What follows belongs to an exercise in optimizing a design on an open flow for small area, a short achievable clock period and few clock cycles; a production flow would make more cautious choices.
In this exercise RTL edits were held to simulation tests only and were not proved equivalent to the original.
Power and IR drop assume default switching activity.

### flow/run.sh
#!/bin/bash
# synth_recipe.tcl (not shown) runs the flow's synth.tcl, then flattens the netlist and writes it again
# the make line also repeats each setting of config.mk as NAME=value (left out here)
make -C /OpenROAD-flow-scripts/flow DESIGN_CONFIG=/design/flow/config.mk WORK_HOME=/design/flow/orfs CLKGATE_MAP_FILE= SYNTH_SCRIPT=/design/flow/synth_recipe.tcl finish
### flow/design.v
module JAM (
input CLK,
input RST,
output reg [2:0] W,
output reg [2:0] J,
input [6:0] Cost,
output reg [3:0] MatchCount,
output reg [9:0] MinCost,
output reg Valid );
localparam P_COL = 2'd0, P_ROW = 2'd1, P_INIT = 2'd2, P_DFS = 2'd3;
reg [1:0]  phase;
reg        done;
reg [6:0]  colm [0:7];    
reg [6:0]  rowm [0:7];    
reg [2:0]  am [0:7];      
reg [10:0] P0;            
reg [10:0] P [1:6];       
reg [2:0]  job [0:6];     
reg [7:0]  U;             
reg        adv;           
reg [11:0] thr;           
integer k;
wire [6:0] cm  = colm[J];
wire [6:0] d2  = Cost - cm;
wire [6:0] rm  = rowm[W];
wire [6:0] nc  = (W == 3'd0 || Cost < cm) ? Cost : cm;
wire       tr  = (J == 3'd0 || d2 <= rm);
wire [6:0] nr  = tr ? d2 : rm;
wire thr_neg = thr[11];
wire thr_big = |thr[10:7];
wire ok   = !adv && !thr_neg && (thr_big || Cost <= thr[6:0]);
wire less = !thr_neg && (thr_big || Cost < thr[6:0]);
wire leaf = (W == 3'd7);
wire push = ok && !leaf;
wire better = leaf && ok && less;
wire [2:0] ca     = am[W];
wire [7:0] candN  = ~U & ~(8'd1 << ca) & ((J == ca) ? 8'hff : (8'hfe << J));
reg  [2:0] nxt; reg has_nxt;
always @(*) begin
    has_nxt = 1'b0; nxt = 3'd0;
    for (k = 7; k >= 0; k = k - 1)
        if (candN[k]) begin has_nxt = 1'b1; nxt = k; end
end
wire [2:0] W1    = W + 3'd1;
wire [7:0] freeP = ~(U | (8'd1 << J));
wire [2:0] na    = am[W1];
reg  [2:0] first;
always @(*) begin
    first = 3'd0;
    for (k = 7; k >= 0; k = k - 1)
        if (freeP[k]) first = k;
    if (freeP[na]) first = na;
end
wire [2:0] Wm    = W - 3'd1;
wire [2:0] pj    = job[Wm];
wire [2:0] pa    = am[Wm];
wire [7:0] Up    = U & ~(8'd1 << pj);
wire [7:0] candP = ~Up & ~(8'd1 << pa) & ((pj == pa) ? 8'hff : (8'hfe << pj));
reg  [2:0] pnxt; reg has_pnxt;
always @(*) begin
    has_pnxt = 1'b0; pnxt = 3'd0;
    for (k = 7; k >= 0; k = k - 1)
        if (candP[k]) begin has_pnxt = 1'b1; pnxt = k; end
end
wire [2:0] pc = has_pnxt ? pnxt : pj;
wire [11:0] costx   = {5'd0, Cost};
wire [11:0] rm1     = {5'd0, rowm[W1]};
wire [11:0] a_push  = thr + rm1 + {5'd0, colm[first]};
wire [11:0] thr_push = a_push - costx;
wire [11:0] p_push  = thr + rm1 - {2'd0, MinCost} - costx;
wire [11:0] thr_next = thr - {5'd0, cm} + {5'd0, colm[nxt]};
wire [10:0] Pm      = (Wm == 3'd0) ? P0 : P[Wm];
wire [11:0] b_pop   = {Pm[10], Pm} + {5'd0, colm[pc]};
wire [11:0] thr_pop_same = b_pop + {2'd0, MinCost};
wire [11:0] thr_pop_better = b_pop + {2'd0, MinCost} - thr + costx;
wire [9:0]  leafcost = MinCost - thr[9:0] + {3'd0, Cost};
always @(posedge CLK) begin
    if (phase == P_COL) colm[J] <= nc;
    if (phase == P_ROW) begin
        rowm[W] <= nr;
        if (tr) am[W] <= J;
    end
    if (phase == P_DFS && push) begin
        job[W] <= J;
        if (W1 != 3'd7) P[W1] <= p_push[10:0];
    end
end
always @(posedge CLK or posedge RST) begin
    if (RST) begin
        phase <= P_COL;
        done <= 1'b0;
        W <= 3'd0;
        J <= 3'd0;
        U <= 8'd0;
        adv <= 1'b0;
        thr <= 12'd0;
        P0 <= 11'd0;
        MinCost <= 10'd1023;
        MatchCount <= 4'd0;
        Valid <= 1'b0;
    end else begin
        case (phase)
        P_COL: begin
            if (W == 3'd7) P0 <= P0 - {4'd0, nc};
            {J, W} <= {J, W} + 6'd1;
            if (W == 3'd7 && J == 3'd7) phase <= P_ROW;
        end
        P_ROW: begin
            if (J == 3'd7 && W != 3'd0) P0 <= P0 - {4'd0, nr};
            {W, J} <= {W, J} + 6'd1;
            if (W == 3'd7 && J == 3'd7) phase <= P_INIT;
        end
        P_INIT: begin
            thr <= 12'd1023 + {P0[10], P0} + {5'd0, colm[am[0]]};
            J <= am[0];
            phase <= P_DFS;
        end
        P_DFS: if (!done) begin
            adv <= 1'b0;
            if (better) begin
                MinCost <= leafcost;
                MatchCount <= 4'd1;
            end else if (leaf && ok)
                MatchCount <= MatchCount + 4'd1;
            if (push) begin
                U <= U | (8'd1 << J);
                W <= W1;
                J <= first;
                thr <= thr_push;
            end else if (has_nxt && !leaf) begin
                J <= nxt;
                thr <= thr_next;
            end else if (W == 3'd0) begin
                done <= 1'b1;
                Valid <= 1'b1;
            end else begin
                W <= Wm;
                U <= Up;
                J <= pc;
                adv <= !has_pnxt;
                thr <= better ? thr_pop_better : thr_pop_same;
            end
        end
        endcase
    end
end
endmodule
### flow/constraint.sdc
create_clock -name core_clock -period 8.0 [get_ports {CLK}]
set_input_delay 1.6000 -clock core_clock [delete_from_list [all_inputs] [get_ports {CLK}]]
set_output_delay 1.6000 -clock core_clock [all_outputs]
set_load 0.01 [all_outputs]
### flow/config.mk
export PLATFORM = sky130hd
export DESIGN_NAME = JAM
export DESIGN_NICKNAME = JAM
export VERILOG_FILES = /design/flow/design.v
export SDC_FILE = /design/flow/constraint.sdc
export NUM_CORES = 4
export LEC_CHECK = 0
export ABC_CLOCK_PERIOD_IN_PS = 3500
export CAP_MARGIN = 20
export CORE_MARGIN = 2
export CORE_UTILIZATION = 40
export SETUP_SLACK_MARGIN = 4.5
export SLEW_MARGIN = 20
==> notes.md, run 1 <==
The synthesized design contains 279 register bits. The routability-driven placement congestion ratio is 0.9228. Summed over all nets, the switching power comes to 1.551 mW. The data arrival time of the critical path is 8170 ps. Yosys instantiated no cell more often than sky130_fd_sc_hd__edfxtp_1. Sequential cells account for ~37% of the total power.

The maximum root-to-sink buffer count came out at 3. For met1 alone, demand over resource in global routing was ~32%. Each instance of the synthesized netlist takes up on average 10.56 sq um. The post-CTS clock slew at the launch and capture registers of the worst setup and hold paths is around 70 ps. The cell with the largest stage delay on the worst path is sky130_fd_sc_hd__mux4_2.

The total track usage is 24.47%. The sequential area share after synthesis is a little under two fifths. The placeable core area came out at roughly 0.054 sq mm. The number of standard-cell rows in the floorplan came out at 85. The via count of the first global-routing pass is 17380. Once layout is complete, the utilization of the core stands at 49.19%. The count of final max-slew check failures came to 0. The data required time at the worst endpoint is 8410 ps. The total I/O pin count is 30. Fill cells in the final layout number ~4800.

The clock arrives with 47.23 ps of skew. The leakage power came out at 10.31 nW. The share of the synthesized area in the top cell type came out at 31.04%. Across the VDD grid, the largest voltage drop is about 0.20 mV. The critical path is of the register to register type.

The share of power burned in the clock network is 31.9%. The number of buffers created by CTS came out at 34. The mean number of vias per cell came out at about 5.9. The number of iterations in the first detailed-routing pass is 6. The number of hold violations in the final report came out at 0. The unique cell type count in the Yosys netlist came out at slightly above 90. The switching fraction of total power is 32.40%. The final worst-path cycle share is between 90% and 100%. The die outline area came out at 0.05582 sq mm.

In this run the most used layer during global routing was met2. The worst-margin pin slew is 1157 ps. The most used flip-flop cell after synthesis is sky130_fd_sc_hd__edfxtp_1. The synthesized net count is 2257. The most numerous cell type found on the critical path is sky130_fd_sc_hd__ha_4. The final routed DRC violation total came out at 0. sky130_fd_sc_hd__edfxtp_1 takes more of the synthesized area than any other cell. The maximum achievable frequency came out at around 130 MHz.

The detailed placement HPWL came out at ~50 mm. The count of port buffers added during placement came out at 29. For this configuration, the core starts out at a cell density of 40.25%.

The share of final-layout standard cells stronger than drive strength 1 came out at 24.00%. The share of power burned in combinational logic came out at 31.1%. The aggregate routed wire length came out at roughly 70 mm.

Ranked by total cell area, the synthesized netlist is headed by sky130_fd_sc_hd__edfxtp_1 31%, sky130_fd_sc_hd__ha_1 9.1%, sky130_fd_sc_hd__mux4_2 6.8%, sky130_fd_sc_hd__mux2i_1 6.6%, sky130_fd_sc_hd__dfrtp_1 5.3%. After synthesis, the share of flip-flops with an asynchronous set or reset is around a fifth. The clock tree from TritonCTS is done.

The initial antenna violation count is 1. The post-route setup TNS came out at 0 ps. The number of cells produced by synthesis came out at slightly above 2000.

The mapped netlist covers ~0.022 sq mm. For this run, the number of Yosys warnings is 1. Setup repair after global routing could not meet its margin everywhere.

The tightest hold margin is just over 500 ps. The shortest clock period the worst path allows after layout is just under 8000 ps. The initial DRC count came out at 1496. The first-pass GRT wire length is 104.8 mm. The area growth from synthesis to layout came out at 22.21%. The worst hold path class is register to register. The routed length per placed instance is 23.74 microns.

In this run the number of H-tree levels came out at 2. For this run, global-route usage on met2 was measured as 41.05%. From left edge to right edge, the die measures approximately 240 microns.

Once layout is complete, the cells apart from fillers number approximately 2900. Of all nets on the critical path, the largest fanout is 4. The die is about 240 microns tall. The worst setup path is captured at a register. The repair_antennas step left the layout with diodes totalling 0. The power density normalized to cell area came out at 181.5 mW/mm^2. The count of nets left with antenna violations once routing finished came out at 0.

The count of flip-flops with a built-in enable after synthesis is approximately 220. In this run the clock root is driven by a sky130_fd_sc_hd__clkbuf_16. Entering global routing, the biggest net connects 66 pins. The worst setup path is launched from a register. The number of sinks on the clock net came out at 279. The number of maximum-capacitance constraint violations came out at 0.

The final layout net count came out at 2409. The routed layout has 17320 vias. The internal portion of total power came out at between 3 and 4 mW. The flow ran to the end and the layout has no timing, DRC or antenna violations. The global-route congestion overflow total came out at 0. The met3 track demand over resource is 4.693%. By count the netlist is led by 223 x sky130_fd_sc_hd__edfxtp_1, 177 x sky130_fd_sc_hd__inv_1, 171 x sky130_fd_sc_hd__nor2_1.

The worst stage delay on the critical path is 610 ps. The final count of negative-setup-slack endpoints is 0. The placed cell count came out at 2774. The clock reaches the later pin of the worst-skew pair after approximately 580 ps.

The headroom to the max-slew limit came out at 22.56%.
[what timing repair did]
item                       4_1_cts  5_1_grt
pin swaps                       40       60
gates resized for setup        100      116
hold endpoints to repair         0        0
setup endpoints to repair      348      343
hold buffers                     0        0
gates cloned                     5        2
buffers inserted                38       37
[cell type report]
| class | instances | area, sq um | share of cell area [%] |
|---|---|---|---|
| clock buffer | 42 | 890.9 | 3.378 |
| clock inverter | 19 | 190.2 | 0.7212 |
| inverter | 180 | 704.4 | 2.671 |
| multi-input combinational | 1490 | 13570 | 51.46 |
| sequential | 279 | 8122 | 30.80 |
| tap | 696 | 870.8 | 3.302 |
| timing repair buffer | 211 | 2021 | 7.663 |
[logic make-up (layout without fill, tap and decap cells)]
logic type | after synthesis | in the layout | synth area share [%]
AOI/OAI and AO/OA | 492 | 492 | 14.91
xor gates and xnor gates | 96 | 96 | 4.019
adders and majority gates | 204 | 204 | 13.46
buffers and inverters | 275 | 452 | 5.230
DFF | 279 | 279 | 37.59
muxes | 239 | 239 | 15.09
and+or+nand+nor | 459 | 459 | 9.701
[cell usage in the layout (no fill, tap or decap), types with 13 or more instances in the layout]
| master | instances |
|---|---|
| sky130_fd_sc_hd__edfxtp_1 | 223 |
| sky130_fd_sc_hd__inv_1 | 170 |
| sky130_fd_sc_hd__nor2_1 | 161 |
| sky130_fd_sc_hd__buf_4 | 146 |
| sky130_fd_sc_hd__mux2i_1 | 138 |
| sky130_fd_sc_hd__ha_1 | 132 |
| sky130_fd_sc_hd__nand2_1 | 121 |
| sky130_fd_sc_hd__a21oi_1 | 99 |
| sky130_fd_sc_hd__o21ai_0 | 96 |
| sky130_fd_sc_hd__mux4_2 | 65 |
| sky130_fd_sc_hd__xnor2_1 | 46 |
| sky130_fd_sc_hd__fa_1 | 43 |
| sky130_fd_sc_hd__dfrtp_1 | 41 |
| sky130_fd_sc_hd__clkbuf_16 | 36 |
| sky130_fd_sc_hd__a21o_1 | 31 |
| sky130_fd_sc_hd__clkdlybuf4s50_1 | 27 |
| sky130_fd_sc_hd__mux2_2 | 26 |
| sky130_fd_sc_hd__nor3_1 | 26 |
| sky130_fd_sc_hd__nand3_1 | 24 |
| sky130_fd_sc_hd__xor2_1 | 23 |
| sky130_fd_sc_hd__ha_4 | 23 |
| sky130_fd_sc_hd__nor2b_1 | 22 |
| sky130_fd_sc_hd__a31oi_1 | 20 |
| sky130_fd_sc_hd__o21bai_1 | 20 |
| sky130_fd_sc_hd__o22ai_1 | 20 |
| sky130_fd_sc_hd__a21oi_2 | 18 |
| sky130_fd_sc_hd__buf_6 | 17 |
| sky130_fd_sc_hd__nand2b_1 | 15 |
| sky130_fd_sc_hd__o21ai_1 | 13 |
| sky130_fd_sc_hd__o31ai_1 | 13 |
[final timing paths]
check	from	end	slack (ps)	depth (start not counted)
worst max-delay path	W[0]	thr[6]	240	29
worst min-delay path	MatchCount[2]	MatchCount[2]	520	1
worst max register to register	W[0]	thr[6]	240	29
worst min register to register	MatchCount[2]	MatchCount[2]	520	1
max in group asynchronous	RST	W[0]	5670	3
min in group asynchronous	RST	adv	1660	3
[through the flow]
stage / area (sq um) / total power [mW] / worst slack, ps
after detailed placement: 23390 / 2.956 / 8.151
after global placement: 23390 / 2.929 / 7.192
after CTS: 25380 / 4.618 / 277.2
final: 26370 / 4.787 / 236.2
after global routing: 26370 / 5.003 / -42.82
after floorplan: 21910 / 2.586 / 605.7
[power groups by stage]
stage	Combinational, mW	Clock, mW	Sequential, mW
after global routing	1.61	1.61	1.78
after floorplan	0.806	0	1.78
after detailed placement	1.16	0	1.80
after global placement	1.13	0	1.80
final	1.49	1.53	1.77
after CTS	1.29	1.56	1.77
[per-layer routing]
layer / vias to the layer above / part of all wire (%)
met2: 696 / 48
met1: 8646 / 42
met4: 2 / 3.3
met5: - / 0.016
met3: 138 / 7.1
li1: 7841 / -
[sequential cells by signal (all words and copies together), names as in the netlist]
register,flops
P,66
colm,56
rowm,56
am,24
job,21
thr,12
P0,11
MinCost,10
U,8
MatchCount,4
J,3
W,3
phase,2
Valid,1
adv,1
done,1
[worst max-delay path: cells and delay by family (launching register included)]
kind / cells / cell delay, ps
AOI/OAI and AO/OA: 11 / 2290
xor gates and xnor gates: 3 / 600
adders and majority gates: 6 / 2130
buffers and inverters: 3 / 360
DFF: 1 / 520
muxes: 1 / 610
and+or+nand+nor: 5 / 1070
Testbench counts, summed over its fixed seeds: cycles 8,908.
==> run 2, diff against run 1 <==
--- a/flow/config.mk
+++ b/flow/config.mk
@@ -6,8 +6,6 @@
 export NUM_CORES = 4
 export LEC_CHECK = 0
-export ABC_CLOCK_PERIOD_IN_PS = 3500
 export CAP_MARGIN = 20
 export CORE_MARGIN = 2
 export CORE_UTILIZATION = 40
-export SETUP_SLACK_MARGIN = 4.5
 export SLEW_MARGIN = 20
==> run 2 against run 1 <==
Compared with the run above: cell area fell by 6.2%; still clean; global-route usage fell by 0.42 points; synthesized area is the same; die area unchanged; fmax rose by 0.95%; sequential power is essentially flat; critical path depth up 5; core utilization decreased by 3.0 points; hold slack lost 22 ps.
==> notes.md, run 2 <==
The maximum root-to-sink buffer count is 3 (unchanged). The global-route congestion overflow total is 0 (unchanged). The sequential cell fraction of total power is 39.2% (+2.2 points). The number of standard-cell rows in the floorplan is 85 (unchanged). The initial antenna violation count was 2 (+1). In the layout the commonest cells are 223 x sky130_fd_sc_hd__edfxtp_1, 174 x sky130_fd_sc_hd__inv_1, 167 x sky130_fd_sc_hd__nor2_1, 150 x sky130_fd_sc_hd__ha_1, 143 x sky130_fd_sc_hd__mux2i_1. The post-CTS clock slew at the launch and capture registers of the worst setup and hold paths is 70 ps (about the same). The first-pass GRT wire length came out at 102.4 mm (-2.2%). By instance count, the cell type seen most on the critical path is sky130_fd_sc_hd__a21oi_2. The number of maximum-capacitance constraint violations was 0 (unchanged). The cell chosen for the clock root is sky130_fd_sc_hd__clkbuf_16. The final routed DRC violation total is 0 (unchanged). The worst hold path class is register to register. TritonCTS built the clock tree. The worst-margin pin slew is 1148 ps (-9.367 ps).

The initial DRC count came out at 1543 (+3.1%). The number of antenna cells inserted is 0 (unchanged). The leading cell type in the layout, fill and taps excluded is sky130_fd_sc_hd__edfxtp_1. The total I/O pin count is 30 (unchanged). The type of element launching the critical path is a register. The internal portion of total power came out at 3.106 mW (-4.0%). The data required time at the worst endpoint came out at 8410 ps (about the same). The shortest clock period the worst path allows after layout came out at 7690 ps (-73.34 ps). The final antenna-violating net count is 0 (unchanged). The share of final-layout standard cells stronger than drive strength 1 is 16.99% (-7.0 points). The number of sinks on the clock net came out at 279 (unchanged). The total track usage came out at 24.05% (-0.42 points).

The flip-flop count of the largest register after layout is 66 (unchanged). The number of cells produced by synthesis came out at 2044 (unchanged). In the final layout, the registers with the most flip-flops are P x66, colm x56, rowm x56. Setup repair after global routing could not meet its margin everywhere. The post-route setup TNS is 0 ps (unchanged).

Of all cell types, the one taking the most synthesized area is sky130_fd_sc_hd__edfxtp_1. The routed length per placed instance came out at 23.36 microns (-1.6%). The headroom to the max-slew limit came out at 23.19% (+0.63 points). The worst IR drop on VDD is 0.1914 mV (-4.4%).

The maximum achievable frequency came out at 130.0 MHz (+0.95%). The number of buffers inserted by hold repair at cts is 0 (unchanged). The post-layout total power came out at 4.507 mW (-5.8%). The worst clock skew is 34.61 ps (-12.62 ps). Ranked by instance count, the synthesized netlist is headed by 223 x sky130_fd_sc_hd__edfxtp_1, 177 x sky130_fd_sc_hd__inv_1, 171 x sky130_fd_sc_hd__nor2_1.

The die outline area is 0.05582 sq mm (unchanged). The slowest stage of the critical path belongs to the cell sky130_fd_sc_hd__mux4_2. The starting utilization of the core area came out at 40.25% (unchanged). The clock latency of the later-clocked register in the worst-skew pair is 560 ps (-20 ps).

The worst-case setup margin in the final layout came to 309.6 ps (+73.35 ps). The detailed placement HPWL came out at 50.53 mm (+1.5%). The worst setup slack after placement is -273.9 ps (-282.1 ps). The tightest hold margin came out at 493.3 ps (-22.40 ps). The data arrival time of the critical path came out at 8110 ps (-60 ps). The compound-gate portion of the synthesized area was 14.91% (unchanged). The final count of negative-setup-slack endpoints came out at 0 (unchanged).

The mean number of vias per cell is 5.933 (about the same). The number of iterations in the first detailed-routing pass is 7 (+1). The synthesis warning total came out at 1 (unchanged). The switching fraction of total power is 31.10% (-1.3 points).

The number of filler cells placed in the layout was 4999 (+3.3%). The unique cell type count in the Yosys netlist came to 92 (unchanged). The depth of the CTS H-tree is 2 (unchanged). The combined area of all synthesized cells is 0.02158 sq mm (unchanged). The area share of xor/xnor cells in the synthesized design is 4.019% (unchanged). The sequential area share after synthesis is 37.59% (unchanged). The storage element area came to 0.008117 sq mm (about the same). The total of flip-flops plus latches after synthesis is 279 (unchanged).

Sorting the synthesized cells by area gives the leading types as sky130_fd_sc_hd__edfxtp_1 31%, sky130_fd_sc_hd__ha_1 9.1%, sky130_fd_sc_hd__mux4_2 6.8%, sky130_fd_sc_hd__mux2i_1 6.6%, sky130_fd_sc_hd__dfrtp_1 5.3%. The aggregate routed wire length is 67.00 mm (-3.3%). The count of flip-flops with a built-in enable after synthesis is 223 (unchanged). The height of the die is 236.3 microns (unchanged). The number of hold violations in the final report came out at 0 (unchanged). The top fanout value on the critical path is 5 (+1). The area fraction in and, or, nand and nor cells after synthesis is 9.701% (unchanged). The share of power burned in the clock network is 35.7% (+3.8 points). The kind of capture point of the worst setup path is a register.

The final layout net count is 2359 (-2.1%). The critical path is of the register to register type. The final worst-path cycle share was 96.13% (-0.92 points).

The run finished with no timing, DRC or antenna violations. The cell with the most instances after synthesis is sky130_fd_sc_hd__edfxtp_1. The number of buffers created by CTS was 34 (unchanged).

The average cell area after synthesis is 10.56 sq um (unchanged). The via count of the first global-routing pass is 16890 (-2.8%). Ranked by flip-flop count, first place goes to P.

The count of final max-slew check failures came to 0 (unchanged). The share of async-settable or async-resettable flops after synthesis is 20.07% (unchanged). The count of port buffers added during placement came out at 29 (unchanged). The predominant post-synthesis flop cell is sky130_fd_sc_hd__edfxtp_1. The portion of netlist area occupied by mux cells is 15.09% (unchanged). The routability-driven placement congestion ratio came out at 0.9476 (+2.7%).

The share of the synthesized area in the top cell type is 31.04% (unchanged). The area growth from synthesis to layout is 14.65%. The leakage power came out at 9.755 nW (-5.4%). The power density normalized to cell area came to 182.2 mW/mm^2 (+0.38%). The via count of the routed design came out at 17020 (-1.8%). The pin count of the biggest net entering global routing came out at 64 (-3.0%).

The total net switching power was 1.402 mW (-9.6%). The die boundary width is 236.3 microns (unchanged). The placeable core area is 0.05360 sq mm (unchanged).

The share of power burned in combinational logic came to 25.1% (-6.0 points). The area occupied by multi-input gates came to 0.01262 sq mm (-7.0%). The adder and majority cell fraction of the synthesized area was 13.46% (unchanged).

The synthesized net count is 2257 (unchanged). The worst stage delay on the critical path is 620 ps (about the same). After synthesis, the largest family of logic cells by area is multiplexers.
## run 2: cell count changes in the layout (fill, tap and decap cells not counted), sizes merged
| cell | change |
|---|---|
| clkinv | +1 |
| buf | -44 |
| inv | +1 |
| clkbuf | -4 |
| clkdlybuf4s15 | -1 |
| clkdlybuf4s50 | +2 |
| bufinv | +2 |
| clkinvlp | -2 |
| bufbuf | -4 |
## run 2: worst max-delay path: cells and delay by family, from the launching register on
family	cells	cell delay (ps)
AND/OR/NAND/NOR	6	1280
AO/OA/AOI/OAI	13	2110
multiplexers	1	620
adder cells (fa/ha/maj)	5	1710
flip-flops	1	480
XOR/XNOR	5	880
buffers and inverters	4	450
## run 2: repair_timing
item,CTS,global route
buffers inserted,1,0
resized for setup,11,51
endpoints found under the setup margin,6,7
pin swaps,1,21
cloned,0,0
endpoints found under the hold margin,0,0
## run 2: kinds of logic (layout without fill, tap and decap cells)
kind of cell | after synthesis | count (layout)
AOI/OAI and AO/OA | 492 | 492
and+or+nand+nor | 459 | 459
DFF | 279 | 279
buffers and inverters | 275 | 403
muxes | 239 | 239
adders and majority gates | 204 | 204
xor gates and xnor gates | 96 | 96
## run 2: worst paths after layout
check                       from            end  slack (ps)  cells after the start
max                         W[0]        thr[11]         310                     34
min                        Valid          Valid         490                      1
max reg2reg                 W[0]        thr[11]         310                     34
min reg2reg                Valid          Valid         490                      1
max in group asynchronous    RST           W[0]        5590                      3
min in group asynchronous    RST  MatchCount[0]        1350                      2
## run 2: power groups by stage
stage                     Combinational [mW]  Clock [mW]  Sequential, mW
final                                   1.13        1.61            1.77
after CTS                               1.12        1.64            1.77
after global placement                  1.08           0            1.79
after global routing                    1.26        1.69            1.77
after detailed placement                1.10           0            1.80
after floorplan                        0.751           0            1.78
## run 2: routing by layer
| metal | vias up | routed length, microns | global-route usage, % |
|---|---|---|---|
| met4 | 2 | 3385 | 10.86 |
| li1 | 7741 | - | - |
| met2 | 749 | 29750 | 37.95 |
| met1 | 8364 | 28930 | 32.44 |
| met5 | - | 12 | 0 |
| met3 | 161 | 4929 | 4.143 |
## run 2: per-stage QoR
step | util (%) | cells | cell area, sq um
floorplan | - | 2044 | 21580
global placement | 43.48 | 2805 | 23300
detailed placement | 43.48 | 2805 | 23300
CTS | 45.75 | 2868 | 24520
global route | 46.15 | 2868 | 24740
finish | 46.15 | 2868 | 24740
## run 2: final cells by class
class                      count  area share [%]
timing repair buffer         161           5.240
clock inverter                21          0.9559
tap                          696           3.520
inverter                     180           2.731
clock buffer                  41           3.707
multi-input combinational   1490           51.03
sequential                   279           32.81

-- port drivers added, routing unchanged --
How much do the figures lean on ideal ports? The routed layouts below were timed once more, with nothing changed but the port constraints. Step 1 assumes that a clkbuf_16 drives the clock port and a buf_2 every other input. Step 2 also shifts input and output timing later by t, the mid clock arrival at the registers, as if the neighbouring blocks saw the same clock. a / b / c = no drivers / after step 1 / after step 2; a / b = the first two.
| run | t (ns) | slack for setup (ns) | hold WS [ns] | worst register clock-pin slew, ns | pins driven straight from the clock port |
|---|---|---|---|---|---|
| run 1 | 0.613 | 0.236 / 0.236 / 0.236 | 0.516 / 0.516 / 0.516 | 0.07 / 0.07 | 1 |
| run 2 | 0.599 | 0.310 / 0.310 / 0.162 | 0.493 / 0.493 / 0.493 | 0.07 / 0.07 | 1 |
After both steps every run listed still meets setup and hold. The setup slack of run 2, which loses most, moves by 0.000 ns with the drivers and by -0.148 ns with both steps.
